Background: an optimization exercise with open tools, aiming at small area, a short achievable clock period and few clock cycles per item. Do not read the settings as production practice. At most, simulation tests tie the RTL to the original design; equivalence was not proved. For run 6, only the layout was checked, not whether the RTL still works. The clock cells of run 6 come from the design's own scripts or RTL, not from TritonCTS. No driver is modelled on the clock port, so clock power and skew are understated where the tree is cut down; a real chip needs a root buffer or a tree.

$ cat design/flow/flow/run.sh
#!/bin/bash
# The standard layout, with each port buffered by a small buf_1 cell instead
# of the cell buffer_ports picks by default (clkdlybuf4s50_1).
set -euo pipefail
export BUFFER_PORTS_ARGS="-buffer_cell sky130_fd_sc_hd__buf_1"
bash standard.sh > standard.log 2>&1
$ cat design/flow/standard.sh
#!/bin/bash
# synth_recipe.tcl (not shown) runs the flow's synth.tcl, then flattens the netlist and writes it again
# the make line also repeats each setting of config.mk as NAME=value (left out here)
make -C /OpenROAD-flow-scripts/flow DESIGN_CONFIG=/design/flow/config.mk WORK_HOME=/design/flow/orfs CLKGATE_MAP_FILE= SYNTH_SCRIPT=/design/flow/synth_recipe.tcl "${@:-finish}"
$ cat design/flow/config.mk
export PLATFORM = sky130hd
export DESIGN_NAME = sqrt
export DESIGN_NICKNAME = sqrt
export VERILOG_FILES = /design/flow/design.v
export SDC_FILE = /design/flow/constraint.sdc
export NUM_CORES = 4
export LEC_CHECK = 0
export ABC_AREA = 1
export CAP_MARGIN = 20
export CORE_MARGIN = 2
export CORE_UTILIZATION = 65
export CTS_BUF_LIST = sky130_fd_sc_hd__clkbuf_8
export SLEW_MARGIN = 20
$ cat design/flow/constraint.sdc
create_clock -name core_clock -period 30.0 [get_ports {clk}]
set_input_delay 6.0000 -clock core_clock [delete_from_list [all_inputs] [get_ports {clk}]]
set_output_delay 6.0000 -clock core_clock [all_outputs]
set_load 0.01 [all_outputs]
$ cat design/flow/design.v
module sqrt #(parameter width=64)
(
input                           clk,
input                           rst_n,
input                           start,
input   [width - 1'b1 : 0]      sqrt_data,
output  [width/2 - 1'b1 : 0]    sqrt_o,
output                          done
);
reg                 idle;        
reg                 busy_o;      
reg                 first;       
reg  [63:0]         x;           
reg  [3:0]          n;           
reg  [3:0]          grp;         
reg  [31:0]         rem;         
reg  [31:0]         root;        
wire busy   = ~idle;
wire accept = start & idle;
assign done   = ~busy_o;
assign sqrt_o = root;
wire [15:0] nz;
genvar gi;
generate
    for (gi = 0; gi < 16; gi = gi + 1) begin : g_nz
        assign nz[gi] = |x[gi*4 +: 4];
    end
endgenerate
wire [7:0] lv1;
wire [7:0] lp1;
generate
    for (gi = 0; gi < 8; gi = gi + 1) begin : g_l1
        assign lv1[gi] = nz[2*gi+1] | nz[2*gi];
        assign lp1[gi] = nz[2*gi+1];
    end
endgenerate
wire [3:0] lv2;
wire [1:0] lp2 [0:3];
generate
    for (gi = 0; gi < 4; gi = gi + 1) begin : g_l2
        assign lv2[gi] = lv1[2*gi+1] | lv1[2*gi];
        assign lp2[gi] = lv1[2*gi+1] ? {1'b1, lp1[2*gi+1]} : {1'b0, lp1[2*gi]};
    end
endgenerate
wire [1:0] lv3;
wire [2:0] lp3 [0:1];
generate
    for (gi = 0; gi < 2; gi = gi + 1) begin : g_l3
        assign lv3[gi] = lv2[2*gi+1] | lv2[2*gi];
        assign lp3[gi] = lv2[2*gi+1] ? {1'b1, lp2[2*gi+1]} : {1'b0, lp2[2*gi]};
    end
endgenerate
wire [3:0] lead = lv3[1] ? {1'b1, lp3[1]} : {1'b0, lp3[0]};
wire [3:0] lead1 = {lead[3:1], lead[0] | (lead[3:1] == 3'd0)};
wire [3:0] c    = first ? lead1 : n;
wire       last = (c[3:1] == 3'd0);
wire [3:0] bo [0:3];
generate
    for (gi = 0; gi < 4; gi = gi + 1) begin : g_bank
        wire [15:0] bank = {x[(12+gi)*4 +: 4], x[(8+gi)*4 +: 4], x[(4+gi)*4 +: 4], x[gi*4 +: 4]};
        wire [1:0]  bsel = c[3:2] - (gi > c[1:0]);
        assign bo[gi] = bank[bsel*4 +: 4];
    end
endgenerate
wire [1:0] c0 = c[1:0];
wire [1:0] c1 = c[1:0] - 2'd1;
wire [1:0] c2 = c[1:0] - 2'd2;
wire [3:0] ghi  = bo[c0];
wire [3:0] glo  = bo[c1];
wire [3:0] gpre = bo[c2];
wire [7:0] v8 = {ghi, glo};
reg  [3:0] s8;
reg  [5:0] r0;
always @* begin
    case (v8)
        8'd0: {s8, r0} = {4'd0, 6'd63};
        8'd1: {s8, r0} = {4'd1, 6'd0};
        8'd2: {s8, r0} = {4'd1, 6'd1};
        8'd3: {s8, r0} = {4'd1, 6'd2};
        8'd4: {s8, r0} = {4'd2, 6'd59};
        8'd5: {s8, r0} = {4'd2, 6'd60};
        8'd6: {s8, r0} = {4'd2, 6'd61};
        8'd7: {s8, r0} = {4'd2, 6'd62};
        8'd8: {s8, r0} = {4'd2, 6'd63};
        8'd9: {s8, r0} = {4'd3, 6'd0};
        8'd10: {s8, r0} = {4'd3, 6'd1};
        8'd11: {s8, r0} = {4'd3, 6'd2};
        8'd12: {s8, r0} = {4'd3, 6'd3};
        8'd13: {s8, r0} = {4'd3, 6'd4};
        8'd14: {s8, r0} = {4'd3, 6'd5};
        8'd15: {s8, r0} = {4'd3, 6'd6};
        8'd16: {s8, r0} = {4'd4, 6'd55};
        8'd17: {s8, r0} = {4'd4, 6'd56};
        8'd18: {s8, r0} = {4'd4, 6'd57};
        8'd19: {s8, r0} = {4'd4, 6'd58};
        8'd20: {s8, r0} = {4'd4, 6'd59};
        8'd21: {s8, r0} = {4'd4, 6'd60};
        8'd22: {s8, r0} = {4'd4, 6'd61};
        8'd23: {s8, r0} = {4'd4, 6'd62};
        8'd24: {s8, r0} = {4'd4, 6'd63};
        8'd25: {s8, r0} = {4'd5, 6'd0};
        8'd26: {s8, r0} = {4'd5, 6'd1};
        8'd27: {s8, r0} = {4'd5, 6'd2};
        8'd28: {s8, r0} = {4'd5, 6'd3};
        8'd29: {s8, r0} = {4'd5, 6'd4};
        8'd30: {s8, r0} = {4'd5, 6'd5};
        8'd31: {s8, r0} = {4'd5, 6'd6};
        8'd32: {s8, r0} = {4'd5, 6'd7};
        8'd33: {s8, r0} = {4'd5, 6'd8};
        8'd34: {s8, r0} = {4'd5, 6'd9};
        8'd35: {s8, r0} = {4'd5, 6'd10};
        8'd36: {s8, r0} = {4'd6, 6'd51};
        8'd37: {s8, r0} = {4'd6, 6'd52};
        8'd38: {s8, r0} = {4'd6, 6'd53};
        8'd39: {s8, r0} = {4'd6, 6'd54};
        8'd40: {s8, r0} = {4'd6, 6'd55};
        8'd41: {s8, r0} = {4'd6, 6'd56};
        8'd42: {s8, r0} = {4'd6, 6'd57};
        8'd43: {s8, r0} = {4'd6, 6'd58};
        8'd44: {s8, r0} = {4'd6, 6'd59};
        8'd45: {s8, r0} = {4'd6, 6'd60};
        8'd46: {s8, r0} = {4'd6, 6'd61};
        8'd47: {s8, r0} = {4'd6, 6'd62};
        8'd48: {s8, r0} = {4'd6, 6'd63};
        8'd49: {s8, r0} = {4'd7, 6'd0};
        8'd50: {s8, r0} = {4'd7, 6'd1};
        8'd51: {s8, r0} = {4'd7, 6'd2};
        8'd52: {s8, r0} = {4'd7, 6'd3};
        8'd53: {s8, r0} = {4'd7, 6'd4};
        8'd54: {s8, r0} = {4'd7, 6'd5};
        8'd55: {s8, r0} = {4'd7, 6'd6};
        8'd56: {s8, r0} = {4'd7, 6'd7};
        8'd57: {s8, r0} = {4'd7, 6'd8};
        8'd58: {s8, r0} = {4'd7, 6'd9};
        8'd59: {s8, r0} = {4'd7, 6'd10};
        8'd60: {s8, r0} = {4'd7, 6'd11};
        8'd61: {s8, r0} = {4'd7, 6'd12};
        8'd62: {s8, r0} = {4'd7, 6'd13};
        8'd63: {s8, r0} = {4'd7, 6'd14};
        8'd64: {s8, r0} = {4'd8, 6'd47};
        8'd65: {s8, r0} = {4'd8, 6'd48};
        8'd66: {s8, r0} = {4'd8, 6'd49};
        8'd67: {s8, r0} = {4'd8, 6'd50};
        8'd68: {s8, r0} = {4'd8, 6'd51};
        8'd69: {s8, r0} = {4'd8, 6'd52};
        8'd70: {s8, r0} = {4'd8, 6'd53};
        8'd71: {s8, r0} = {4'd8, 6'd54};
        8'd72: {s8, r0} = {4'd8, 6'd55};
        8'd73: {s8, r0} = {4'd8, 6'd56};
        8'd74: {s8, r0} = {4'd8, 6'd57};
        8'd75: {s8, r0} = {4'd8, 6'd58};
        8'd76: {s8, r0} = {4'd8, 6'd59};
        8'd77: {s8, r0} = {4'd8, 6'd60};
        8'd78: {s8, r0} = {4'd8, 6'd61};
        8'd79: {s8, r0} = {4'd8, 6'd62};
        8'd80: {s8, r0} = {4'd8, 6'd63};
        8'd81: {s8, r0} = {4'd9, 6'd0};
        8'd82: {s8, r0} = {4'd9, 6'd1};
        8'd83: {s8, r0} = {4'd9, 6'd2};
        8'd84: {s8, r0} = {4'd9, 6'd3};
        8'd85: {s8, r0} = {4'd9, 6'd4};
        8'd86: {s8, r0} = {4'd9, 6'd5};
        8'd87: {s8, r0} = {4'd9, 6'd6};
        8'd88: {s8, r0} = {4'd9, 6'd7};
        8'd89: {s8, r0} = {4'd9, 6'd8};
        8'd90: {s8, r0} = {4'd9, 6'd9};
        8'd91: {s8, r0} = {4'd9, 6'd10};
        8'd92: {s8, r0} = {4'd9, 6'd11};
        8'd93: {s8, r0} = {4'd9, 6'd12};
        8'd94: {s8, r0} = {4'd9, 6'd13};
        8'd95: {s8, r0} = {4'd9, 6'd14};
        8'd96: {s8, r0} = {4'd9, 6'd15};
        8'd97: {s8, r0} = {4'd9, 6'd16};
        8'd98: {s8, r0} = {4'd9, 6'd17};
        8'd99: {s8, r0} = {4'd9, 6'd18};
        8'd100: {s8, r0} = {4'd10, 6'd43};
        8'd101: {s8, r0} = {4'd10, 6'd44};
        8'd102: {s8, r0} = {4'd10, 6'd45};
        8'd103: {s8, r0} = {4'd10, 6'd46};
        8'd104: {s8, r0} = {4'd10, 6'd47};
        8'd105: {s8, r0} = {4'd10, 6'd48};
        8'd106: {s8, r0} = {4'd10, 6'd49};
        8'd107: {s8, r0} = {4'd10, 6'd50};
        8'd108: {s8, r0} = {4'd10, 6'd51};
        8'd109: {s8, r0} = {4'd10, 6'd52};
        8'd110: {s8, r0} = {4'd10, 6'd53};
        8'd111: {s8, r0} = {4'd10, 6'd54};
        8'd112: {s8, r0} = {4'd10, 6'd55};
        8'd113: {s8, r0} = {4'd10, 6'd56};
        8'd114: {s8, r0} = {4'd10, 6'd57};
        8'd115: {s8, r0} = {4'd10, 6'd58};
        8'd116: {s8, r0} = {4'd10, 6'd59};
        8'd117: {s8, r0} = {4'd10, 6'd60};
        8'd118: {s8, r0} = {4'd10, 6'd61};
        8'd119: {s8, r0} = {4'd10, 6'd62};
        8'd120: {s8, r0} = {4'd10, 6'd63};
        8'd121: {s8, r0} = {4'd11, 6'd0};
        8'd122: {s8, r0} = {4'd11, 6'd1};
        8'd123: {s8, r0} = {4'd11, 6'd2};
        8'd124: {s8, r0} = {4'd11, 6'd3};
        8'd125: {s8, r0} = {4'd11, 6'd4};
        8'd126: {s8, r0} = {4'd11, 6'd5};
        8'd127: {s8, r0} = {4'd11, 6'd6};
        8'd128: {s8, r0} = {4'd11, 6'd7};
        8'd129: {s8, r0} = {4'd11, 6'd8};
        8'd130: {s8, r0} = {4'd11, 6'd9};
        8'd131: {s8, r0} = {4'd11, 6'd10};
        8'd132: {s8, r0} = {4'd11, 6'd11};
        8'd133: {s8, r0} = {4'd11, 6'd12};
        8'd134: {s8, r0} = {4'd11, 6'd13};
        8'd135: {s8, r0} = {4'd11, 6'd14};
        8'd136: {s8, r0} = {4'd11, 6'd15};
        8'd137: {s8, r0} = {4'd11, 6'd16};
        8'd138: {s8, r0} = {4'd11, 6'd17};
        8'd139: {s8, r0} = {4'd11, 6'd18};
        8'd140: {s8, r0} = {4'd11, 6'd19};
        8'd141: {s8, r0} = {4'd11, 6'd20};
        8'd142: {s8, r0} = {4'd11, 6'd21};
        8'd143: {s8, r0} = {4'd11, 6'd22};
        8'd144: {s8, r0} = {4'd12, 6'd39};
        8'd145: {s8, r0} = {4'd12, 6'd40};
        8'd146: {s8, r0} = {4'd12, 6'd41};
        8'd147: {s8, r0} = {4'd12, 6'd42};
        8'd148: {s8, r0} = {4'd12, 6'd43};
        8'd149: {s8, r0} = {4'd12, 6'd44};
        8'd150: {s8, r0} = {4'd12, 6'd45};
        8'd151: {s8, r0} = {4'd12, 6'd46};
        8'd152: {s8, r0} = {4'd12, 6'd47};
        8'd153: {s8, r0} = {4'd12, 6'd48};
        8'd154: {s8, r0} = {4'd12, 6'd49};
        8'd155: {s8, r0} = {4'd12, 6'd50};
        8'd156: {s8, r0} = {4'd12, 6'd51};
        8'd157: {s8, r0} = {4'd12, 6'd52};
        8'd158: {s8, r0} = {4'd12, 6'd53};
        8'd159: {s8, r0} = {4'd12, 6'd54};
        8'd160: {s8, r0} = {4'd12, 6'd55};
        8'd161: {s8, r0} = {4'd12, 6'd56};
        8'd162: {s8, r0} = {4'd12, 6'd57};
        8'd163: {s8, r0} = {4'd12, 6'd58};
        8'd164: {s8, r0} = {4'd12, 6'd59};
        8'd165: {s8, r0} = {4'd12, 6'd60};
        8'd166: {s8, r0} = {4'd12, 6'd61};
        8'd167: {s8, r0} = {4'd12, 6'd62};
        8'd168: {s8, r0} = {4'd12, 6'd63};
        8'd169: {s8, r0} = {4'd13, 6'd0};
        8'd170: {s8, r0} = {4'd13, 6'd1};
        8'd171: {s8, r0} = {4'd13, 6'd2};
        8'd172: {s8, r0} = {4'd13, 6'd3};
        8'd173: {s8, r0} = {4'd13, 6'd4};
        8'd174: {s8, r0} = {4'd13, 6'd5};
        8'd175: {s8, r0} = {4'd13, 6'd6};
        8'd176: {s8, r0} = {4'd13, 6'd7};
        8'd177: {s8, r0} = {4'd13, 6'd8};
        8'd178: {s8, r0} = {4'd13, 6'd9};
        8'd179: {s8, r0} = {4'd13, 6'd10};
        8'd180: {s8, r0} = {4'd13, 6'd11};
        8'd181: {s8, r0} = {4'd13, 6'd12};
        8'd182: {s8, r0} = {4'd13, 6'd13};
        8'd183: {s8, r0} = {4'd13, 6'd14};
        8'd184: {s8, r0} = {4'd13, 6'd15};
        8'd185: {s8, r0} = {4'd13, 6'd16};
        8'd186: {s8, r0} = {4'd13, 6'd17};
        8'd187: {s8, r0} = {4'd13, 6'd18};
        8'd188: {s8, r0} = {4'd13, 6'd19};
        8'd189: {s8, r0} = {4'd13, 6'd20};
        8'd190: {s8, r0} = {4'd13, 6'd21};
        8'd191: {s8, r0} = {4'd13, 6'd22};
        8'd192: {s8, r0} = {4'd13, 6'd23};
        8'd193: {s8, r0} = {4'd13, 6'd24};
        8'd194: {s8, r0} = {4'd13, 6'd25};
        8'd195: {s8, r0} = {4'd13, 6'd26};
        8'd196: {s8, r0} = {4'd14, 6'd35};
        8'd197: {s8, r0} = {4'd14, 6'd36};
        8'd198: {s8, r0} = {4'd14, 6'd37};
        8'd199: {s8, r0} = {4'd14, 6'd38};
        8'd200: {s8, r0} = {4'd14, 6'd39};
        8'd201: {s8, r0} = {4'd14, 6'd40};
        8'd202: {s8, r0} = {4'd14, 6'd41};
        8'd203: {s8, r0} = {4'd14, 6'd42};
        8'd204: {s8, r0} = {4'd14, 6'd43};
        8'd205: {s8, r0} = {4'd14, 6'd44};
        8'd206: {s8, r0} = {4'd14, 6'd45};
        8'd207: {s8, r0} = {4'd14, 6'd46};
        8'd208: {s8, r0} = {4'd14, 6'd47};
        8'd209: {s8, r0} = {4'd14, 6'd48};
        8'd210: {s8, r0} = {4'd14, 6'd49};
        8'd211: {s8, r0} = {4'd14, 6'd50};
        8'd212: {s8, r0} = {4'd14, 6'd51};
        8'd213: {s8, r0} = {4'd14, 6'd52};
        8'd214: {s8, r0} = {4'd14, 6'd53};
        8'd215: {s8, r0} = {4'd14, 6'd54};
        8'd216: {s8, r0} = {4'd14, 6'd55};
        8'd217: {s8, r0} = {4'd14, 6'd56};
        8'd218: {s8, r0} = {4'd14, 6'd57};
        8'd219: {s8, r0} = {4'd14, 6'd58};
        8'd220: {s8, r0} = {4'd14, 6'd59};
        8'd221: {s8, r0} = {4'd14, 6'd60};
        8'd222: {s8, r0} = {4'd14, 6'd61};
        8'd223: {s8, r0} = {4'd14, 6'd62};
        8'd224: {s8, r0} = {4'd14, 6'd63};
        8'd225: {s8, r0} = {4'd15, 6'd0};
        8'd226: {s8, r0} = {4'd15, 6'd1};
        8'd227: {s8, r0} = {4'd15, 6'd2};
        8'd228: {s8, r0} = {4'd15, 6'd3};
        8'd229: {s8, r0} = {4'd15, 6'd4};
        8'd230: {s8, r0} = {4'd15, 6'd5};
        8'd231: {s8, r0} = {4'd15, 6'd6};
        8'd232: {s8, r0} = {4'd15, 6'd7};
        8'd233: {s8, r0} = {4'd15, 6'd8};
        8'd234: {s8, r0} = {4'd15, 6'd9};
        8'd235: {s8, r0} = {4'd15, 6'd10};
        8'd236: {s8, r0} = {4'd15, 6'd11};
        8'd237: {s8, r0} = {4'd15, 6'd12};
        8'd238: {s8, r0} = {4'd15, 6'd13};
        8'd239: {s8, r0} = {4'd15, 6'd14};
        8'd240: {s8, r0} = {4'd15, 6'd15};
        8'd241: {s8, r0} = {4'd15, 6'd16};
        8'd242: {s8, r0} = {4'd15, 6'd17};
        8'd243: {s8, r0} = {4'd15, 6'd18};
        8'd244: {s8, r0} = {4'd15, 6'd19};
        8'd245: {s8, r0} = {4'd15, 6'd20};
        8'd246: {s8, r0} = {4'd15, 6'd21};
        8'd247: {s8, r0} = {4'd15, 6'd22};
        8'd248: {s8, r0} = {4'd15, 6'd23};
        8'd249: {s8, r0} = {4'd15, 6'd24};
        8'd250: {s8, r0} = {4'd15, 6'd25};
        8'd251: {s8, r0} = {4'd15, 6'd26};
        8'd252: {s8, r0} = {4'd15, 6'd27};
        8'd253: {s8, r0} = {4'd15, 6'd28};
        8'd254: {s8, r0} = {4'd15, 6'd29};
        8'd255: {s8, r0} = {4'd15, 6'd30};
        default: {s8, r0} = 10'd0;
    endcase
end
wire [29:0] q0   = root[29:0];
wire        neg0 = rem[31];
wire [32:0] r1;
bk_add #(.W(33)) u_add1 (.a({rem[30:0], grp[3:2]}), .b({~neg0, q0 ^ {30{~neg0}}, 2'b11}), .s(r1));
wire        neg1 = r1[32];
wire [30:0] q1   = {q0, ~neg1};
wire [33:0] r2;
bk_add #(.W(34)) u_add2 (.a({r1[31:0], grp[1:0]}), .b({~neg1, q1 ^ {31{~neg1}}, 2'b11}), .s(r2));
wire        neg2 = r2[33];
wire idle_nx = accept ? 1'b0 : (idle | last);
always @(posedge clk or negedge rst_n) begin
    if (!rst_n) begin
        idle   <= 1'b1;
        busy_o <= 1'b0;
    end else begin
        idle   <= idle_nx;
        busy_o <= ~idle_nx;
    end
end
always @(posedge clk) begin
    first <= idle;
    if (idle)
        x <= sqrt_data;
    n   <= c - 1'b1;
    grp <= gpre;
    rem <= first ? {{26{r0[5]}}, r0} : r2[31:0];
    if (busy)
        root <= first ? {28'd0, s8} : {q1, ~neg2};
end
endmodule
module bk_add #(parameter W=33)
(
input   [W-1:0] a,
input   [W-1:0] b,
output  [W-1:0] s
);
wire [W-1:0] g = a & b;
wire [W-1:0] p = a ^ b;
reg  [W-1:0] G, P;
integer i, k;
always @* begin
    G = g;
    P = p;
    for (k = 1; k < W; k = k*2)
        for (i = 2*k-1; i < W; i = i + 2*k) begin
            G[i] = G[i] | (P[i] & G[i-k]);
            P[i] = P[i] & P[i-k];
        end
    for (k = 32; k >= 1; k = k/2)
        if (2*k < W)
            for (i = 3*k-1; i < W; i = i + 2*k) begin
                G[i] = G[i] | (P[i] & G[i-k]);
                P[i] = P[i] & P[i-k];
            end
end
assign s = p ^ {G[W-2:0], 1'b0};
endmodule
==> results of run 1 <==
state kept, by name, indices dropped and copies added, names as in the netlist:
name / count
first: 1
x: 64
rem: 32
n: 4
root: 32
busy_o: 1
idle: 1
grp: 4
per-layer routing:
layer | vias to the layer above | global-route usage, % | share of wire [%]
met5 | - | 0 | 0
met4 | 0 | 12.48 | 4.2
met3 | 60 | 5.268 | 3.9
met2 | 202 | 48.11 | 50
met1 | 3491 | 32.07 | 42
li1 | 3707 | - | -
synth_stat cells, types with 8 or more instances:
cell | instances | area [sq um]
ha_1 | 76 | 950.9
nand2_1 | 174 | 653.1
a21o_1 | 8 | 60.06
a21oi_1 | 38 | 190.2
nand3_2 | 8 | 80.08
fa_1 | 29 | 580.6
mux2i_1 | 22 | 220.2
inv_1 | 97 | 364.1
nand2_2 | 26 | 162.7
nand4_1 | 9 | 56.30
nor2_1 | 89 | 334.1
dfxtp_1 | 41 | 820.8
clkbuf_1 | 10 | 37.54
nor2_2 | 10 | 62.56
o21ai_0 | 29 | 145.1
nand3_1 | 97 | 485.5
xor2_1 | 48 | 420.4
edfxtp_1 | 96 | 2883
xnor2_1 | 31 | 271.5
kinds of logic (layout without fill, tap and decap cells):
logic type,count (synthesis),count (layout),synth area share (%)
AO/OA/AOI/OAI,122,122,8.239
XOR/XNOR,79,79,7.175
adder cells (fa/ha/maj),105,105,15.88
buffers and inverters,130,238,5.748
flip-flops,139,139,38.94
multiplexers,23,23,2.400
AND/OR/NAND/NOR,440,440,21.62
cell type report:
class | count | area (sq um)
clock inverter | 15 | 191.4
fill | 1120 | 3995
inverter | 102 | 382.9
tap | 184 | 230.2
sequential | 139 | 3757
clock buffer | 17 | 234.0
multi-input combinational | 769 | 5334
timing repair buffer | 104 | 409.1
layout by cell type, fill, tap and decap left out, drive strengths merged, types with 2 or more instances in the layout:
cell type / count
nand2: 207
inv: 106
nand3: 105
buf: 104
nor2: 103
edfxtp: 96
ha: 76
xor2: 48
dfxtp: 41
o21ai: 39
a21oi: 38
xnor2: 31
fa: 29
mux2i: 22
clkbuf: 17
nand4: 9
a21o: 8
a31o: 5
a41oi: 5
clkinv: 5
a221oi: 4
and2: 4
o211ai: 4
a211oi: 3
or2: 3
a22o: 3
o22ai: 3
nor3: 3
o31ai: 3
nand3b: 3
nor4: 3
bufinv: 3
clkinvlp: 3
o21a: 2
a31oi: 2
final timing paths:
kind,start,endpoint,slack (ns),cells after the start
setup reg to reg,rem[31],rem[30],22.92,33
hold / removal,grp[0],rem[0],0.46,1
hold reg to reg,grp[0],rem[0],0.46,1
max in group asynchronous,rst_n,idle,24.48,1
min in group asynchronous,rst_n,busy_o,5.31,1
setup / recovery,root[1],sqrt_o[1],22.82,1
metrics by stage:
stage / hold slack [ns] / cells
final: 0.4611 / 1330
after global routing: 0.4575 / 1330
after CTS: 0.4631 / 1330
after detailed placement: 0.4437 / 1298
after global placement: 0.4219 / 1298
after floorplan: 0.4115 / 1038
==> qor.csv, run 1 <==
metric,value,unit
hold_viol_final,0,
nets,1305,
io_buffers,99,
placementRows,44,
end_kind,primary output,
slowest_delay,0.48,ns
grt_use_total,27.19,%
overflow,0,
arrival,1.18,ns
setup-tns-final,0,ns
slew_headroom,45.26,%
tightest_slew,0.8203,ns
yosysSeqAreaShare,38.94,%
diodes,0,
min_period_over_period,23.93,%
cp_num_buf_inv,1,
place_congestion,0.9245,
viasPerCell,5.609,
synth-async-reset-ratio,1.439,%
drc,0,
die_w,125.8,um
clk_pin_slew,0.09,ns
cts_tree,yes,
synth-edff-count,96,
path_cells,buf_1,
postCtsHoldBufs,0,
cts-buffers-inserted,17,
skew,0.01296,ns
grt_setup_unrepaired,false,
status,timing/DRC/antenna clean,
drtAntennaViolNets,0,
die_y,125.8,um
insertion_delay,0.46,ns
area_growth,9.291,%
cts_max_path_buffers,2,
dr.pass1.iters,4,
cts_resized,0,
grt_pass1_vias,7372,
drtIter0Drc,507,
wl,20740,um
crit_type,reg2out,
pre_cts_slack,22.95,ns
antenna_found_initial,0,
vias,7460,
timing.fmax,0.1393,GHz
start_util,66.35,%
final_area,0.01054,sq mm
dp_hpwl,15850,um
cts.sinks,139,
slew_violations,0,
core_area,0.01453,sq mm
ys_seq_elements,139,
period_needed,7.178,ns
cap_viol_max_count,0,
cp.required,24.00,ns
grt_pass1_wl,34190,um
wl_per_cell,15.59,um
ys.flop_type,edfxtp_1,
holdCritPathClass,reg2reg,
critPathMaxFanout,4,
syn_avg_cell_area,9.290,sq um
postLayoutCoreUtil,72.51,%
start_kind,flip-flop,
drive_gt1_share,9.948,%
setup_violations,0,
syn-instance-count,1038,
dieArea,0.01583,sq mm
syn-num-nets,1210,
htreeDepth,4,
yosys_warnings,3,
cts_setup_buffers,0,
grt_max_degree,67,
slowest_stage,edfxtp_1,
critPathTopFamily,flip-flops,
yosysUniqueCellTypes,56,
root_buffer,clkbuf_8,
boundaryPins,100,
placed_area,0.01011,sq mm
syn_area,0.009643,sq mm
final.setup.worst_slack,22.82,ns
Testbench counts, summed over its fixed seeds: cycles 40,378, ops 4,800.
==> run 2, diff against run 1 <==
--- a/design/flow/config.mk
+++ b/design/flow/config.mk
@@ -8,6 +8,6 @@
 export ABC_AREA = 1
 export CAP_MARGIN = 20
 export CORE_MARGIN = 2
-export CORE_UTILIZATION = 65
+export CORE_UTILIZATION = 30
 export CTS_BUF_LIST = sky130_fd_sc_hd__clkbuf_8
 export SLEW_MARGIN = 20
==> qor.csv, run 2 <==
metric,value,unit,change
status,timing/DRC/antenna clean,,unchanged
crit_type,reg2out,,unchanged
cts_max_path_buffers,2,,unchanged
tightest_slew,1.036,ns,was 0.8203 ns
yosysUniqueCellTypes,56,,unchanged
syn-num-nets,1210,,unchanged
r2r_cells,29,,was 33
synth_top_area_share,29.89,%,unchanged
core_area,0.03164,sq mm,was 0.01453 sq mm
dieArea,0.03359,sq mm,was 0.01583 sq mm
grt_pass1_wl,38560,um,was 34190 um
grt_setup_unrepaired,false,,unchanged
r2r_end,rem[30],,unchanged
vias,7348,,was 7460
drc,0,,unchanged
timing.fmax,0.1389,GHz,was 0.1393 GHz
viasPerCell,4.747,,was 5.609
postLayoutCoreUtil,34.02,%,was 72.51%
grt_max_degree,67,,unchanged
top_regs,"x (64), rem (32), root (32)",,unchanged
cts-buffers-inserted,17,,unchanged
yosysSeqAreaShare,38.94,%,unchanged
hold_viol_final,0,,unchanged
syn_avg_cell_area,9.290,sq um,unchanged
holdCritPathClass,reg2reg,,unchanged
dp_hpwl,18120,um,was 15850 um
hp-start,grp[0],,unchanged
nets,1305,,unchanged
wl_per_cell,15.18,um,was 15.59 um
min_period_over_period,24.00,%,was 23.93%
cp.required,24.00,ns,about the same
start_kind,flip-flop,,unchanged
synth-edff-count,96,,unchanged
slowest_stage,edfxtp_1,,unchanged
end_kind,primary output,,unchanged
ys.flop_type,edfxtp_1,,unchanged
cts_resized,0,,unchanged
cts_setup_buffers,0,,unchanged
period_needed,7.201,ns,was 7.178 ns
grt_use_total,14.71,%,was 27.19%
die_w,183.3,um,was 125.8 um
yosys_warnings,3,,unchanged
critPathTopFamily,flip-flops,,unchanged
dr.pass1.iters,5,,was 4
place_congestion,0.8494,,was 0.9245
slowest_delay,0.44,ns,was 0.48 ns
synth-async-reset-ratio,1.439,%,unchanged
postCtsHoldBufs,0,,unchanged
overflow,0,,unchanged
slew_headroom,30.85,%,was 45.26%
whs,0.4417,ns,was 0.4611 ns
drtAntennaViolNets,0,,unchanged
largest_reg_flops,64,,unchanged
area_growth,11.61,%,was 9.291%
r2r_slack,23.38,ns,was 22.92 ns
root_buffer,clkbuf_8,,unchanged
die_y,183.3,um,was 125.8 um
syn_area,0.009643,sq mm,unchanged
yosysMostFrequentCell,nand2_1,,unchanged
skew,0.01425,ns,was 0.01296 ns
cap_viol_max_count,0,,unchanged
insertion_delay,0.48,ns,was 0.46 ns
htreeDepth,4,,unchanged
regMostFlops,x,,unchanged
drive_gt1_share,9.948,%,unchanged
synth_area_leaders,"edfxtp_1, ha_1, dfxtp_1",,unchanged
critPathMaxFanout,4,,unchanged
grt_pass1_vias,7336,,was 7372
drtIter0Drc,367,,was 507
cts_tree,yes,,unchanged
layout_commonest_cell,nand2_1,,unchanged
path_cells,buf_1,,unchanged
wl,23500,um,was 20740 um
clk_pin_slew,0.09,ns,about the same
cts.sinks,139,,unchanged
layout_common_cells,"nand2_1, buf_1, inv_1",,unchanged
placementRows,65,,was 44
boundaryPins,100,,unchanged
hold_depth,1,,unchanged
io_buffers,99,,unchanged
synth_common_cells,"nand2_1, inv_1, nand3_1, edfxtp_1, nor2_1",,unchanged
r2r-start,rem[31],,unchanged
synth_top_area_cell,edfxtp_1,,unchanged
cp_num_buf_inv,1,,unchanged
crit_cells,1,,unchanged
slew_violations,0,,unchanged
ys_seq_elements,139,,unchanged
holdPathEnd,rem[0],,unchanged
diodes,0,,unchanged
start_util,30.48,%,was 66.35%
setup_violations,0,,unchanged
setup-tns-final,0,ns,unchanged
arrival,1.20,ns,was 1.18 ns
antenna_found_initial,0,,unchanged
syn-instance-count,1038,,unchanged
==> run 2: cell counts after synthesis <==
No cell type changed its count.
==> run 2: cell families after synthesis <==
kind of cell | synth area share (%)
AOI/OAI and AO/OA | 8.239
DFF | 38.94
buffers and inverters | 5.748
muxes | 2.400
adders and majority gates | 15.88
and+or+nand+nor | 21.62
xor gates and xnor gates | 7.175
==> run 2: layout make-up <==
class | count | area, sq um
clock buffers | 17 | 234.0
clock inverters | 15 | 142.6
fillers | 3280 | 20870
inverters | 102 | 382.9
multi-input cells | 769 | 5334
flip-flops and latches | 139 | 3757
well taps | 402 | 503.0
repair buffers | 104 | 409.1
==> run 2: worst max path at each step <==
stage	slack, ns	start	endpoint
after floorplan	23.55	root[1]	sqrt_o[1]
after CTS	22.77	root[7]	sqrt_o[7]
after global routing	22.59	root[0]	rem[30]
after detailed placement	23.31	root[0]	sqrt_o[0]
final	22.80	root[0]	sqrt_o[0]
after global placement	23.30	root[7]	sqrt_o[7]
==> run 2: metal layers <==
metal | vias to the layer above | GRT usage [%] | wire length (um)
met4 | 0 | 4.864 | 472
li1 | 3697 | - | -
met1 | 3462 | 19.08 | 10860
met2 | 156 | 24.27 | 11110
met5 | - | 0 | 0
met3 | 33 | 3.296 | 1064
==> run 2: stage by stage <==
| step | setup WS (ns) | cells | cell area, sq um |
|---|---|---|---|
| after detailed placement | 23.31 | 1516 | 10390 |
| after floorplan | 23.55 | 1038 | 9643 |
| after CTS | 22.77 | 1548 | 10760 |
| after global placement | 23.30 | 1516 | 10390 |
| after global routing | 22.59 | 1548 | 10760 |
| final | 22.80 | 1548 | 10760 |
==> run 3, diff against run 2 <==
--- a/design/flow/config.mk
+++ b/design/flow/config.mk
@@ -8,6 +8,6 @@
 export ABC_AREA = 1
 export CAP_MARGIN = 20
 export CORE_MARGIN = 2
-export CORE_UTILIZATION = 30
+export CORE_UTILIZATION = 40
 export CTS_BUF_LIST = sky130_fd_sc_hd__clkbuf_8
 export SLEW_MARGIN = 20
==> qor.csv, run 3 <==
metric,value,unit,change
status,timing/DRC/antenna clean,,unchanged
diodes,0,,unchanged
yosysUniqueCellTypes,56,,unchanged
layout_common_cells,"nand2_1, buf_1, inv_1, nand3_1, edfxtp_1",,"was nand2_1, buf_1, inv_1"
root_buffer,clkbuf_8,,unchanged
start_kind,flip-flop,,unchanged
holdCritPathClass,reg2reg,,unchanged
drc,0,,unchanged
critPathTopFamily,flip-flops,,unchanged
wl_per_cell,14.83,um,was 15.18 um
crit_type,reg2out,,unchanged
synth_area_leaders,"edfxtp_1, ha_1, dfxtp_1",,unchanged
min_period_over_period,23.72,%,was 24.00%
ys_seq_elements,139,,unchanged
timing.fmax,0.1405,GHz,was 0.1389 GHz
yosysMostFrequentCell,nand2_1,,unchanged
syn_avg_cell_area,9.290,sq um,unchanged
yosys_warnings,3,,unchanged
htreeDepth,4,,unchanged
cp_num_buf_inv,1,,unchanged
holdPathEnd,rem[0],,unchanged
placementRows,56,,was 65
grt_pass1_wl,36340,um,was 38560 um
drtIter0Drc,451,,was 367
dr.pass1.iters,5,,unchanged
ys.flop_type,edfxtp_1,,unchanged
die_w,159.3,um,was 183.3 um
top_regs,"x (64), rem (32), root (32)",,unchanged
r2r_cells,30,,was 29
synth_top_area_share,29.89,%,unchanged
cts_resized,0,,unchanged
syn_area,0.009643,sq mm,unchanged
synth_top_area_cell,edfxtp_1,,unchanged
syn-num-nets,1210,,unchanged
slew_violations,0,,unchanged
r2r_end,rem[30],,unchanged
skew,0.01881,ns,was 0.01425 ns
regMostFlops,x,,unchanged
io_buffers,99,,unchanged
postCtsHoldBufs,0,,unchanged
cts.sinks,139,,unchanged
tightest_slew,1.026,ns,was 1.036 ns
place_congestion,0.8654,,was 0.8494
viasPerCell,4.954,,was 4.747
cp.required,24.00,ns,about the same
slowest_delay,0.48,ns,was 0.44 ns
slew_headroom,31.60,%,was 30.85%
drive_gt1_share,10.12,%,was 9.948%
cap_viol_max_count,0,,unchanged
slowest_stage,edfxtp_1,,unchanged
arrival,1.12,ns,was 1.20 ns
core_area,0.02354,sq mm,was 0.03164 sq mm
nets,1305,,unchanged
die_y,159.3,um,was 183.3 um
grt_setup_unrepaired,false,,unchanged
n_fill_cell,2319,,was 3280
cts_max_path_buffers,2,,unchanged
grt_use_total,17.76,%,was 14.71%
layout_commonest_cell,nand2_1,,unchanged
area_growth,11.11,%,was 11.61%
hp-start,grp[0],,unchanged
drtAntennaViolNets,0,,unchanged
syn-instance-count,1038,,unchanged
vias,7258,,was 7348
synth-edff-count,96,,unchanged
postLayoutCoreUtil,45.51,%,was 34.02%
setup_violations,0,,unchanged
r2r_slack,23.18,ns,was 23.38 ns
period_needed,7.116,ns,was 7.201 ns
grt_max_degree,67,,unchanged
setup-tns-final,0,ns,unchanged
hold_depth,1,,unchanged
cts-buffers-inserted,17,,unchanged
critPathMaxFanout,4,,unchanged
insertion_delay,0.45,ns,was 0.48 ns
end_kind,primary output,,unchanged
multiInputGateArea,0.005336,sq mm,was 0.005334 sq mm
overflow,0,,unchanged
clk_pin_slew,0.10,ns,was 0.09 ns
wl,21720,um,was 23500 um
antenna_found_initial,0,,unchanged
cts_tree,yes,,unchanged
path_cells,buf_1,,unchanged
r2r-start,rem[31],,unchanged
final-seq-area,0.003757,sq mm,unchanged
grt_pass1_vias,7391,,was 7336
largest_reg_flops,64,,unchanged
dieArea,0.02537,sq mm,was 0.03359 sq mm
synth-async-reset-ratio,1.439,%,unchanged
hold_viol_final,0,,unchanged
boundaryPins,100,,unchanged
synth_common_cells,"nand2_1, inv_1, nand3_1, edfxtp_1, nor2_1",,unchanged
start_util,40.96,%,was 30.48%
cts_setup_buffers,0,,unchanged
yosysSeqAreaShare,38.94,%,unchanged
dp_hpwl,16560,um,was 18120 um
-- run 3: cell counts after synthesis --
Identical to the previous run, type by type.
-- run 3: logic make-up (layout without fill, tap and decap cells) --
family | count (synthesis) | count (layout) | share of synthesized area [%]
DFF | 139 | 139 | 38.94
buffers and inverters | 130 | 238 | 5.748
and+or+nand+nor | 440 | 440 | 21.62
xor gates and xnor gates | 79 | 79 | 7.175
AOI/OAI and AO/OA | 122 | 122 | 8.239
adders and majority gates | 105 | 105 | 15.88
muxes | 23 | 23 | 2.400
-- run 3: cell type report --
cell class / instances / share of cell area [%]
clock buffers: 17 / 2.184
well taps: 319 / 3.725
flip-flops and latches: 139 / 35.07
repair buffers: 104 / 3.819
multi-input cells: 769 / 49.81
inverters: 102 / 3.574
clock inverters: 15 / 1.822
-- run 3: worst max-delay path by stage --
stage | cells past startpoint | endpoint | from | slack [ns]
finish | 1 | sqrt_o[0] | root[0] | 22.88
global placement | 30 | rem[30] | rem[31] | 23.26
CTS | 1 | sqrt_o[10] | root[10] | 22.85
detailed placement | 30 | rem[30] | rem[31] | 23.13
floorplan | 0 | sqrt_o[1] | root[1] | 23.55
global route | 31 | rem[30] | rem[31] | 22.52
-- run 3: metrics by stage --
step | std cells | instance area (sq um) | hold WS, ns | setup WS, ns
2_1_floorplan | 1038 | 9643 | 0.4115 | 23.55
3_3_place_gp | 1433 | 10280 | 0.4401 | 23.26
3_5_place_dp | 1433 | 10280 | 0.4508 | 23.13
4_1_cts | 1465 | 10710 | 0.4550 | 22.85
5_1_grt | 1465 | 10710 | 0.4644 | 22.52
6_report | 1465 | 10710 | 0.4493 | 22.88
-- run 3: metal layers --
metal / share of wire [%] / vias to the layer above / routed length (um) / GRT usage [%]
met3: 3.2 / 25 / 690 / 3.022
met2: 51 / 167 / 10980 / 31.44
met1: 44 / 3373 / 9650 / 22.00
met5: 0 / - / 0 / 0
li1: - / 3693 / - / -
met4: 1.9 / 0 / 403 / 5.826
==> run 4, diff against run 3 <==
--- a/design/flow/config.mk
+++ b/design/flow/config.mk
@@ -9,5 +9,5 @@
 export CAP_MARGIN = 20
 export CORE_MARGIN = 2
 export CORE_UTILIZATION = 40
-export CTS_BUF_LIST = sky130_fd_sc_hd__clkbuf_8
+export CTS_BUF_LIST = sky130_fd_sc_hd__clkbuf_4 sky130_fd_sc_hd__clkbuf_8
 export SLEW_MARGIN = 20
==> qor.csv, run 4 <==
metric,value,unit,change
status,timing/DRC/antenna clean,,unchanged
yosys_warnings,3,,unchanged
layout_common_cells,"nand2_1, buf_1, inv_1, nand3_1, edfxtp_1",,unchanged
dp_hpwl,16560,um,unchanged
arrival,1.12,ns,about the same
core_area,0.02354,sq mm,unchanged
viasPerCell,4.954,,unchanged
min_period_over_period,23.72,%,unchanged
slew_violations,0,,unchanged
grt_pass1_wl,36340,um,unchanged
dieArea,0.02537,sq mm,unchanged
start_kind,flip-flop,,unchanged
critPathTopFamily,flip-flops,,unchanged
root_buffer,clkbuf_8,,unchanged
io_buffers,99,,unchanged
synth_top_family_by_area,simple AND/OR/NAND/NOR gates,,unchanged
die_w,159.3,um,unchanged
r2r_end,rem[30],,unchanged
hold_depth,1,,unchanged
yosysMostFrequentCell,nand2_1,,unchanged
cts_max_path_buffers,2,,unchanged
diodes,0,,unchanged
r2r-start,rem[31],,unchanged
period_needed,7.116,ns,unchanged
insertion_delay,0.45,ns,about the same
grt_max_degree,67,,unchanged
synth_common_cells,"nand2_1, inv_1, nand3_1, edfxtp_1, nor2_1",,unchanged
drc,0,,unchanged
setup_violations,0,,unchanged
boundaryPins,100,,unchanged
synth_compound_area_share,8.239,%,unchanged
holdCritPathClass,reg2reg,,unchanged
htreeDepth,4,,unchanged
antenna_found_initial,0,,unchanged
postCtsHoldBufs,0,,unchanged
synth_area_leaders,"edfxtp_1, ha_1, dfxtp_1",,unchanged
grt_pass1_vias,7391,,unchanged
dr.pass1.iters,5,,unchanged
synth-async-reset-ratio,1.439,%,unchanged
place_congestion,0.8654,,unchanged
end_kind,primary output,,unchanged
synth_fa_ha_area_share,15.88,%,unchanged
crit_type,reg2out,,unchanged
cp_num_buf_inv,1,,unchanged
slowest_delay,0.48,ns,about the same
cts_tree,yes,,unchanged
cp.required,24.00,ns,about the same
placementRows,56,,unchanged
layout_commonest_cell,nand2_1,,unchanged
drive_gt1_share,10.12,%,unchanged
syn-num-nets,1210,,unchanged
grt_use_total,17.76,%,unchanged
cts_resized,0,,unchanged
top_regs,"x (64), rem (32), root (32)",,unchanged
wl,21720,um,unchanged
ys.flop_type,edfxtp_1,,unchanged
slowest_stage,edfxtp_1,,unchanged
holdPathEnd,rem[0],,unchanged
die_y,159.3,um,unchanged
regMostFlops,x,,unchanged
skew,0.01881,ns,unchanged
overflow,0,,unchanged
yosysSeqAreaShare,38.94,%,unchanged
syn_area,0.009643,sq mm,unchanged
drtAntennaViolNets,0,,unchanged
setup-tns-final,0,ns,unchanged
synth.area.mux_share,2.400,%,unchanged
cts.sinks,139,,unchanged
grt_setup_unrepaired,false,,unchanged
r2r_slack,23.18,ns,about the same
timing.fmax,0.1405,GHz,unchanged
path_cells,buf_1,,unchanged
area_growth,11.11,%,unchanged
yosys.area_share.simple,21.62,%,unchanged
r2r_cells,30,,unchanged
cap_viol_max_count,0,,unchanged
yosysUniqueCellTypes,56,,unchanged
ys_seq_elements,139,,unchanged
cts-buffers-inserted,17,,unchanged
critPathMaxFanout,4,,unchanged
wl_per_cell,14.83,um,unchanged
clk_pin_slew,0.10,ns,about the same
synth_top_area_share,29.89,%,unchanged
tightest_slew,1.026,ns,unchanged
drtIter0Drc,451,,unchanged
hp-start,grp[0],,unchanged
nets,1305,,unchanged
vias,7258,,unchanged
start_util,40.96,%,unchanged
synth_xor_area_share,7.175,%,unchanged
largest_reg_flops,64,,unchanged
cts_setup_buffers,0,,unchanged
slew_headroom,31.60,%,unchanged
whs,0.4493,ns,unchanged
syn-instance-count,1038,,unchanged
synth-edff-count,96,,unchanged
hold_viol_final,0,,unchanged
synth_top_area_cell,edfxtp_1,,unchanged
syn_avg_cell_area,9.290,sq um,unchanged
[run 4: cell counts after synthesis]
No cell type changed its count.
[run 4: through the flow]
| stage | area, sq um | setup WS [ns] | util (%) | std cells |
|---|---|---|---|---|
| floorplan | 9643 | 23.55 | - | 1038 |
| global placement | 10280 | 23.26 | 43.69 | 1433 |
| detailed placement | 10280 | 23.13 | 43.69 | 1433 |
| CTS | 10710 | 22.85 | 45.51 | 1465 |
| global route | 10710 | 22.52 | 45.51 | 1465 |
| finish | 10710 | 22.88 | 45.51 | 1465 |
[run 4: kinds of logic (layout without fill, tap and decap cells)]
family | after synthesis | after routing
mux | 23 | 23
compound gates | 122 | 122
xor+xnor | 79 | 79
buf+inv | 130 | 238
simple gates | 440 | 440
flops | 139 | 139
fa+ha+maj | 105 | 105
[run 4: area by class of cell]
class	instances	area, sq um
flip-flops and latches	139	3757
clock buffers	17	234.0
multi-input cells	769	5336
well taps	319	399.1
inverters	102	382.9
fillers	2319	12830
repair buffers	104	409.1
clock inverters	15	195.2
[run 4: worst max-delay path by stage]
stage               startpoint         end  slack (ns)  depth (start not counted)
floorplan              root[1]   sqrt_o[1]       23.55                          0
global placement       rem[31]     rem[30]       23.26                         30
detailed placement     rem[31]     rem[30]       23.13                         30
CTS                   root[10]  sqrt_o[10]       22.85                          1
global route           rem[31]     rem[30]       22.52                         31
finish                 root[0]   sqrt_o[0]       22.88                          1
[run 4: per-layer routing]
metal  GRT usage [%]  wire [um]  part of all wire [%]  vias to the layer above
met5               0          0                     0                        -
met4           5.826        403                   1.9                        0
met3           3.022        690                   3.2                       25
met2           31.44      10980                    51                      167
met1           22.00       9650                    44                     3373
li1                -          -                     -                     3693
==> run 5, diff against run 4 <==
--- a/design/flow/design.v
+++ b/design/flow/design.v
@@ -335,11 +335,13 @@
 wire [29:0] q0   = root[29:0];
 wire        neg0 = rem[31];
 wire [32:0] r1;
-bk_add #(.W(33)) u_add1 (.a({rem[30:0], grp[3:2]}), .b({~neg0, q0 ^ {30{~neg0}}, 2'b11}), .s(r1));
+wire [29:0] qx0  = q0 ^ {30{~neg0}};
+bk_add #(.W(33)) u_add1 (.a({rem[30:0], grp[3:2]}), .b({~neg0, qx0, 2'b11}), .s(r1));
 wire        neg1 = r1[32];
 wire [30:0] q1   = {q0, ~neg1};
 wire [33:0] r2;
-bk_add #(.W(34)) u_add2 (.a({r1[31:0], grp[1:0]}), .b({~neg1, q1 ^ {31{~neg1}}, 2'b11}), .s(r2));
+wire        t1   = neg0 ^ neg1;
+bk_add #(.W(34)) u_add2 (.a({r1[31:0], grp[1:0]}), .b({~neg1, qx0 ^ {30{t1}}, 3'b011}), .s(r2));
 wire        neg2 = r2[33];
 wire idle_nx = accept ? 1'b0 : (idle | last);
 always @(posedge clk or negedge rst_n) begin
--- a/design/flow/config.mk
+++ b/design/flow/config.mk
@@ -9,5 +9,5 @@
 export CAP_MARGIN = 20
 export CORE_MARGIN = 2
 export CORE_UTILIZATION = 40
-export CTS_BUF_LIST = sky130_fd_sc_hd__clkbuf_4 sky130_fd_sc_hd__clkbuf_8
+export CTS_BUF_LIST = sky130_fd_sc_hd__clkbuf_8
 export SLEW_MARGIN = 20
==> qor.csv, run 5 <==
metric,value,unit,change
r2r_slack,23.21,ns,was 23.18 ns
min_period_over_period,23.59,%,was 23.72%
cts-buffers-inserted,17,,unchanged
diodes,0,,unchanged
yosysUniqueCellTypes,55,,was 56
arrival,1.08,ns,was 1.12 ns
n_fill_cell,2331,,was 2319
place_congestion,0.8955,,was 0.8654
grt_pass1_vias,7366,,was 7391
synth-async-reset-ratio,1.439,%,unchanged
tightest_slew,0.8103,ns,was 1.026 ns
area_growth,11.49,%,was 11.11%
syn_area,0.009618,sq mm,was 0.009643 sq mm
syn-instance-count,1033,,was 1038
period_needed,7.077,ns,was 7.116 ns
cts_tree,yes,,unchanged
clk_pin_slew,0.09,ns,was 0.10 ns
largest_reg_flops,64,,unchanged
start_kind,flip-flop,,unchanged
drive_gt1_share,10.41,%,was 10.12%
cts_resized,0,,unchanged
dr.pass1.iters,5,,unchanged
overflow,0,,unchanged
r2r-start,rem[31],,unchanged
synth_common_cells,"nand2_1, edfxtp_1, inv_1, nand3_1, nor2_1",,"was nand2_1, inv_1, nand3_1, edfxtp_1, nor2_1"
synth_area_leaders,"edfxtp_1, ha_1, dfxtp_1",,unchanged
dp_hpwl,17140,um,was 16560 um
yosysSeqAreaShare,39.04,%,was 38.94%
r2r_cells,32,,was 30
grt_pass1_wl,37020,um,was 36340 um
cp.required,24.00,ns,about the same
antenna_found_initial,0,,unchanged
dieArea,0.02530,sq mm,was 0.02537 sq mm
cap_viol_max_count,0,,unchanged
worstSetupStartpoint,root[2],,was root[0]
drtAntennaViolNets,0,,unchanged
start_util,40.85,%,was 40.96%
r2r_end,rem[31],,was rem[30]
syn-num-nets,1205,,was 1210
synth_top_area_share,29.97,%,was 29.89%
placementRows,56,,unchanged
synth-edff-count,96,,unchanged
critPathMaxFanout,3,,was 4
drc,0,,unchanged
holdCritPathClass,reg2reg,,unchanged
die_w,159.1,um,was 159.3 um
wl_per_cell,15.35,um,was 14.83 um
root_buffer,clkbuf_8,,unchanged
slew_headroom,45.98,%,was 31.60%
grt_use_total,18.26,%,was 17.76%
cts_setup_buffers,0,,unchanged
status,timing/DRC/antenna clean,,unchanged
path_cells,buf_1,,unchanged
cts_max_path_buffers,2,,unchanged
slowest_stage,edfxtp_1,,unchanged
timing.fmax,0.1413,GHz,was 0.1405 GHz
syn_avg_cell_area,9.311,sq um,was 9.290 sq um
core_area,0.02354,sq mm,unchanged
vias,7400,,was 7258
synth_top_area_cell,edfxtp_1,,unchanged
crit_type,reg2out,,unchanged
htreeDepth,4,,unchanged
postCtsHoldBufs,0,,unchanged
nets,1302,,was 1305
setup.worst_path.end,sqrt_o[2],,was sqrt_o[0]
cts.sinks,139,,unchanged
grt_setup_unrepaired,false,,unchanged
end_kind,primary output,,unchanged
boundaryPins,100,,unchanged
crit_cells,1,,unchanged
skew,0.02195,ns,was 0.01881 ns
wl,22450,um,was 21720 um
setup-tns-final,0,ns,unchanged
layout_common_cells,"nand2_1, buf_1, inv_1, nand3_1, edfxtp_1",,unchanged
slowest_delay,0.46,ns,was 0.48 ns
ys_seq_elements,139,,unchanged
yosys_warnings,3,,unchanged
viasPerCell,5.062,,was 4.954
ys.flop_type,edfxtp_1,,unchanged
slew_violations,0,,unchanged
grt_max_degree,67,,unchanged
regMostFlops,x,,unchanged
yosysMostFrequentCell,nand2_1,,unchanged
top_regs,"x (64), rem (32), root (32)",,unchanged
cp_num_buf_inv,1,,unchanged
die_y,159.1,um,was 159.3 um
setup_violations,0,,unchanged
io_buffers,99,,unchanged
drtIter0Drc,459,,was 451
layout_commonest_cell,nand2_1,,unchanged
critPathTopFamily,flip-flops,,unchanged
insertion_delay,0.47,ns,was 0.45 ns
hold_viol_final,0,,unchanged
==> run 5: cell types whose count changed after synthesis, moves of 5 or more <==
cell     change
xnor2_1     +29
xor2_1      -28
a21oi_1      +8
nand2_1      -6
nor2_1       -6
o21ai_1      -5
==> run 5: layout make-up <==
class | count | area [sq um] | area share (%)
Inverter | 101 | 381.6 | 3.559
Sequential cell | 139 | 3757 | 35.04
Clock buffer | 17 | 234.0 | 2.182
Tap cell | 319 | 399.1 | 3.722
Multi-Input combinational cell | 766 | 5345 | 49.85
Clock inverter | 15 | 188.9 | 1.762
Timing Repair Buffer | 105 | 416.7 | 3.886
==> run 5: cells by family (layout without fill, tap and decap cells) <==
family	Yosys count	in the layout	synth area share (%)
fa+ha+maj	105	105	15.92
xor+xnor	80	80	7.285
mux	25	25	2.615
simple gates	436	436	21.99
buf+inv	128	238	5.581
compound gates	120	120	7.571
flops	139	139	39.04
==> run 5: worst min-delay path by stage <==
stage / startpoint / end / slack, ns / cells past startpoint
detailed placement: grp[0] / rem[0] / 0.43 / 1
finish: grp[0] / rem[0] / 0.44 / 1
global placement: grp[0] / rem[0] / 0.42 / 1
global route: grp[0] / rem[0] / 0.47 / 1
floorplan: grp[0] / rem[0] / 0.41 / 1
CTS: grp[0] / rem[0] / 0.45 / 1
==> run 5: stage by stage <==
stage | cells | worst slack (ns) | instance area, sq um | hold WS, ns | utilization [%]
floorplan | 1033 | 23.57 | 9618 | 0.4115 | -
global placement | 1430 | 23.21 | 10300 | 0.4236 | 43.75
detailed placement | 1430 | 23.16 | 10300 | 0.4347 | 43.75
CTS | 1462 | 22.88 | 10720 | 0.4459 | 45.55
global route | 1462 | 22.54 | 10720 | 0.4696 | 45.55
finish | 1462 | 22.92 | 10720 | 0.4437 | 45.55
==> run 5: layer usage <==
metal  GRT usage, %  share of wire (%)  up-vias
met1          24.13                 46     3475
met5              0                  0        -
li1               -                  -     3699
met3          3.022                4.4       24
met4          5.455                1.7        0
met2          30.85                 48      202
Testbench counts of run 5, summed over its fixed seeds: cycles 40,378, ops 4,800.
==> run 6, diff against run 5 <==
--- a/design/flow/design.v
+++ b/design/flow/design.v
@@ -14,6 +14,7 @@
 reg  [3:0]          n;           
 reg  [3:0]          grp;         
 reg  [31:0]         rem;         
+reg                 neg_b;       
 reg  [31:0]         root;        
 wire busy   = ~idle;
 wire accept = start & idle;
@@ -335,7 +336,7 @@
 wire [29:0] q0   = root[29:0];
 wire        neg0 = rem[31];
 wire [32:0] r1;
-wire [29:0] qx0  = q0 ^ {30{~neg0}};
+wire [29:0] qx0  = q0 ^ {{15{~neg_b}}, {15{~neg0}}};
 bk_add #(.W(33)) u_add1 (.a({rem[30:0], grp[3:2]}), .b({~neg0, qx0, 2'b11}), .s(r1));
 wire        neg1 = r1[32];
 wire [30:0] q1   = {q0, ~neg1};
@@ -360,6 +361,7 @@
     n   <= c - 1'b1;
     grp <= gpre;
     rem <= first ? {{26{r0[5]}}, r0} : r2[31:0];
+    neg_b <= first ? r0[5] : r2[33];
     if (busy)
         root <= first ? {28'd0, s8} : {q1, ~neg2};
 end
==> design/flow/flow/run.sh (replaced) <==
#!/bin/bash
# The standard layout, except for two steps:
#  - each port is buffered by a small buf_1 cell instead of the cell that
#    buffer_ports picks by default (clkdlybuf4s50_1);
#  - the clock tree is built by flow/my_cts.tcl instead of TritonCTS: the
#    clock port drives 4 clkbuf_8 cells, each at the centre of a quarter of
#    the flip-flops, and each of them drives 2 clkbuf_16 leaf buffers at the
#    centres of smaller clusters.
# Each step's output goes to a log file of its own in this folder.
set -euo pipefail
export BUFFER_PORTS_ARGS="-buffer_cell sky130_fd_sc_hd__buf_1"
RES=orfs/results/${FLOW_PLATFORM}/sqrt/base
bash standard.sh place > standard_place.log 2>&1
RES=$RES CTS_NSUB=2 CTS_L1=sky130_fd_sc_hd__clkbuf_8 CTS_BUF=sky130_fd_sc_hd__clkbuf_16 \
  LIB=$(ls ${FLOW_HOME}/platforms/${FLOW_PLATFORM}/lib/sky130_fd_sc_hd__tt_025C_1v80.lib) \
  PLATFORM_DIR=${FLOW_HOME}/platforms/${FLOW_PLATFORM} \
  openroad -no_init -exit flow/my_cts.tcl > my_cts.log 2>&1
cp $RES/4_1_cts.odb $RES/4_cts.odb
touch $RES/4_cts.sdc
bash standard.sh > standard_finish.log 2>&1
==> design/flow/flow/my_cts.tcl (new file) <==
# A two-level clock tree built by hand: the clock port drives 4 buffers
# (CTS_L1), each at the centre of a quarter of the flip-flops; each of them
# drives CTS_NSUB leaf buffers (CTS_BUF) at the centres of smaller clusters.
# Reads RES/3_place.odb and RES/3_place.sdc, writes RES/4_1_cts.odb and
# RES/4_cts.sdc.
set res  $::env(RES)
set nsub $::env(CTS_NSUB)
read_db $res/3_place.odb
read_liberty $::env(LIB)
read_sdc $res/3_place.sdc
source $::env(PLATFORM_DIR)/setRC.tcl

# k-means with a size limit; pts is a list of {x y}; returns the cluster
# index of each point and the centres
proc kmeans {pts nb} {
  set n [llength $pts]
  set order [lsort -real -indices [lmap p $pts {expr {[lindex $p 0] + 2 * [lindex $p 1]}}]]
  set cs {}
  for {set k 0} {$k < $nb} {incr k} {
    lappend cs [lindex $pts [lindex $order [expr {int(($k + 0.5) * $n / $nb)}]]]
  }
  set cap [expr {int(ceil(1.1 * $n / $nb))}]
  for {set iter 0} {$iter < 30} {incr iter} {
    set pairs {}
    for {set i 0} {$i < $n} {incr i} {
      lassign [lindex $pts $i] x y
      for {set k 0} {$k < $nb} {incr k} {
        lassign [lindex $cs $k] cx cy
        lappend pairs [list [expr {abs($x - $cx) + abs($y - $cy)}] $i $k]
      }
    }
    set cnt [lrepeat $nb 0]
    set asg [lrepeat $n -1]
    foreach p [lsort -real -index 0 $pairs] {
      lassign $p d i k
      if {[lindex $asg $i] >= 0 || [lindex $cnt $k] >= $cap} continue
      lset asg $i $k
      lset cnt $k [expr {[lindex $cnt $k] + 1}]
    }
    set sx [lrepeat $nb 0.0]; set sy [lrepeat $nb 0.0]
    for {set i 0} {$i < $n} {incr i} {
      set k [lindex $asg $i]
      lassign [lindex $pts $i] x y
      lset sx $k [expr {[lindex $sx $k] + $x}]
      lset sy $k [expr {[lindex $sy $k] + $y}]
    }
    for {set k 0} {$k < $nb} {incr k} {
      if {[lindex $cnt $k] > 0} {
        lset cs $k [list [expr {[lindex $sx $k] / [lindex $cnt $k]}] [expr {[lindex $sy $k] / [lindex $cnt $k]}]]
      }
    }
  }
  return [list $asg $cs $cnt]
}

set block [ord::get_db_block]
set clknet [$block findNet clk]
set sinks {}
set pts {}
foreach it [$clknet getITerms] {
  if {![$it isInputSignal]} continue
  lappend sinks $it
  set b [[$it getInst] getBBox]
  lappend pts [list [expr {([$b xMin] + [$b xMax]) / 2.0}] [expr {([$b yMin] + [$b yMax]) / 2.0}]]
}
puts "clock sinks: [llength $sinks]"

proc add_buf {block name master x y in_net} {
  set inst [odb::dbInst_create $block $master $name]
  $inst setLocation [expr {int($x)}] [expr {int($y)}]
  $inst setPlacementStatus PLACED
  set net [odb::dbNet_create $block "net_$name"]
  $net setSigType CLOCK
  [$inst findITerm A] connect $in_net
  [$inst findITerm X] connect $net
  return $net
}

set m1 [[ord::get_db] findMaster $::env(CTS_L1)]
set m2 [[ord::get_db] findMaster $::env(CTS_BUF)]
lassign [kmeans $pts 4] asg cs cnt
puts "level 1 clusters: $cnt"
for {set k 0} {$k < 4} {incr k} {
  set idx {}
  set sub {}
  for {set i 0} {$i < [llength $sinks]} {incr i} {
    if {[lindex $asg $i] == $k} { lappend idx $i; lappend sub [lindex $pts $i] }
  }
  lassign [lindex $cs $k] x y
  set n1 [add_buf $block "clkbuf_l1_$k" $m1 $x $y $clknet]
  lassign [kmeans $sub $nsub] asg2 cs2 cnt2
  puts "  level 2 clusters of $k: $cnt2"
  for {set j 0} {$j < $nsub} {incr j} {
    lassign [lindex $cs2 $j] x2 y2
    set leaf($j) [add_buf $block "clkbuf_l2_${k}_$j" $m2 $x2 $y2 $n1]
  }
  for {set t 0} {$t < [llength $idx]} {incr t} {
    set it [lindex $sinks [lindex $idx $t]]
    $it disconnect
    $it connect $leaf([lindex $asg2 $t])
  }
}
$clknet setSigType CLOCK
detailed_placement
check_placement -verbose
estimate_parasitics -placement
set_propagated_clock [all_clocks]
report_clock_latency
puts "worst setup [worst_slack -max] hold [worst_slack -min]"
write_db $res/4_1_cts.odb
unset_propagated_clock [all_clocks]
write_sdc $res/4_cts.sdc
--- a/design/flow/config.mk
+++ b/design/flow/config.mk
@@ -9,5 +9,4 @@
 export CAP_MARGIN = 20
 export CORE_MARGIN = 2
 export CORE_UTILIZATION = 40
-export CTS_BUF_LIST = sky130_fd_sc_hd__clkbuf_8
 export SLEW_MARGIN = 20
==> qor.csv, run 6 <==
metric,value,unit,change
critPathTopFamily,flip-flops,,unchanged
boundaryPins,100,,unchanged
dp_hpwl,16810,um,was 17140 um
synth_top_area_share,29.42,%,was 29.97%
drc,0,,unchanged
cp.required,24.00,ns,about the same
slew_violations,0,,unchanged
synth_area_leaders,"edfxtp_1, ha_1, dfxtp_1",,unchanged
drive_gt1_share,10.41,%,unchanged
worstSetupStartpoint,root[0],,was root[2]
start_util,40.53,%,was 40.85%
syn_avg_cell_area,9.305,sq um,was 9.311 sq um
clk_pin_slew,0.09,ns,about the same
synth.area.mux_share,2.158,%,was 2.615%
yosys.area_share.simple,23.09,%,was 21.99%
syn-instance-count,1053,,was 1033
hold_viol_final,0,,unchanged
die_y,160.5,um,was 159.1 um
top_regs,"x (64), rem (32), root (32)",,unchanged
wl_met3,903,um,was 984 um
r2r-start,rem[31],,unchanged
grt_pass1_vias,7135,,was 7366
regMostFlops,x,,unchanged
status,timing/DRC/antenna clean,,unchanged
placementRows,57,,was 56
setup_violations,0,,unchanged
dp.cells,1455,,was 1430
synth_top_family_by_area,simple AND/OR/NAND/NOR gates,,unchanged
area_growth,9.347,%,was 11.49%
setup-tns-final,0,ns,unchanged
overflow,0,,unchanged
yosysUniqueCellTypes,59,,was 55
met1_length,9942,um,was 10340 um
antenna_found_initial,0,,unchanged
n_fill_cell,2380,,was 2331
slowest_stage,edfxtp_1,,unchanged
hp-start,grp[0],,unchanged
grt_max_degree,67,,unchanged
cp_num_buf_inv,1,,unchanged
vias,7291,,was 7400
drtAntennaViolNets,0,,unchanged
core_area,0.02418,sq mm,was 0.02354 sq mm
dieArea,0.02576,sq mm,was 0.02530 sq mm
tightest_slew,1.029,ns,was 0.8103 ns
synth_top_area_cell,edfxtp_1,,unchanged
syn_area,0.009798,sq mm,was 0.009618 sq mm
synth-async-reset-ratio,1.429,%,was 1.439%
period_needed,6.987,ns,was 7.077 ns
arrival,0.99,ns,was 1.08 ns
wl_per_cell,14.84,um,was 15.35 um
end_kind,primary output,,unchanged
yosysMostFrequentCell,nand2_1,,unchanged
syn-num-nets,1225,,was 1205
layout_commonest_cell,nand2_1,,unchanged
wl_met2,10480,um,was 10750 um
cap_viol_max_count,0,,unchanged
synth_common_cells,"nand2_1, inv_1, edfxtp_1, nand3_1, nor2_1",,"was nand2_1, edfxtp_1, inv_1, nand3_1, nor2_1"
synth-edff-count,96,,unchanged
postLayoutCoreUtil,44.32,%,was 45.55%
place_congestion,0.8834,,was 0.8955
dr.pass1.iters,5,,unchanged
critPathMaxFanout,3,,unchanged
grt_pass1_wl,36060,um,was 37020 um
grt_use_total,16.94,%,was 18.26%
nets,1317,,was 1302
highest_layer,met4,,unchanged
holdCritPathClass,reg2reg,,unchanged
yosysSeqAreaShare,38.53,%,was 39.04%
-- run 6: cell types whose count changed in the layout (fill, tap and decap cells not counted), moves of 4 or more --
cell       previous run  this run
nand3_1              96        85
nor2_4                4         9
inv_8                 5         0
nand2_2              27        39
nand3_2              11        17
o21ai_0              33        39
clkbuf_8             17         4
o21ai_1               0         4
mux2i_1              24        20
o22ai_1               1         5
clkbuf_16             0         8
clkinv_8              5         0
-- run 6: final timing paths --
check / endpoint / depth (start not counted) / slack, ns
worst min-delay path: rem[0] / 1 / 0.42
worst max-delay path: sqrt_o[0] / 1 / 23.01
max in group asynchronous: idle / 1 / 24.29
worst min register to register: rem[0] / 1 / 0.42
min in group asynchronous: busy_o / 1 / 5.50
worst max register to register: rem[31] / 33 / 23.14
-- run 6: kinds of logic after synthesis --
group / after synthesis
flops: 140
compound gates: 128
mux: 21
xor+xnor: 79
buf+inv: 132
simple gates: 448
fa+ha+maj: 105
-- run 6: layout make-up --
class	instances	area, sq um	area share, %
Multi-Input combinational cell	781	5458	50.94
Sequential cell	140	3776	35.24
Timing Repair Buffer	105	416.7	3.889
Tap cell	324	405.4	3.784
Inverter	105	402.9	3.760
Buffer	12	255.2	2.382
-- run 6: metal layers --
layer | up-vias | global-route usage, %
li1 | 3719 | -
met1 | 3365 | 23.07
met2 | 177 | 29.80
met3 | 30 | 1.343
met4 | 0 | 3.194
met5 | - | 0
-- run 6: per-stage QoR --
step / hold WS [ns] / cell area [sq um] / setup slack, ns
after floorplan: 0.4115 / 9798 / 23.57
after detailed placement: 0.4462 / 10460 / 23.09
after global routing: 0.4694 / 10710 / 22.43
after global placement: 0.4444 / 10460 / 23.24
final: 0.4242 / 10710 / 23.01

what the ideal ports hide:
In the flow no input, the clock included, has a driving cell. The finished layouts below were timed again as built, in two steps. Step 1 (the two cells are an assumption about what drives the block):
set clk [get_ports {clk}]
set_driving_cell -lib_cell sky130_fd_sc_hd__clkbuf_16 $clk
set_driving_cell -lib_cell sky130_fd_sc_hd__buf_2 [delete_from_list [all_inputs] $clk]
Step 2 moves the port delays by t, midway between the first and last clock arrival at a register: inputs arrive t later, outputs are due t later. That takes back most of the time a late clock gives input paths. a / b / c = no drivers / after step 1 / after step 2; a / b = the first two.
run | t (ns) | setup slack, ns | latest minus earliest clock arrival (ns) | slew at the worst register clock pin (ns) | worst slew at a driven data input, ns
run 1 | 0.490 | 22.822 / 22.783 / 22.919 | 0.013 / 0.012 | 0.09 / 0.09 | 0.04
run 2 | 0.516 | 22.799 / 22.759 / 23.275 | 0.015 / 0.015 | 0.09 / 0.09 | 0.04
run 3 | 0.481 | 22.884 / 22.844 / 23.182 | 0.019 / 0.019 | 0.10 / 0.10 | 0.04
run 4 | 0.481 | 22.884 / 22.844 / 23.182 | 0.019 / 0.019 | 0.10 / 0.10 | 0.04
run 5 | 0.493 | 22.923 / 22.884 / 23.210 | 0.022 / 0.022 | 0.11 / 0.11 | 0.03
run 6 | 0.382 | 23.013 / 22.924 / 23.144 | 0.031 / 0.031 | 0.09 / 0.09 | 0.03
After both steps setup and hold are still met in every run listed.
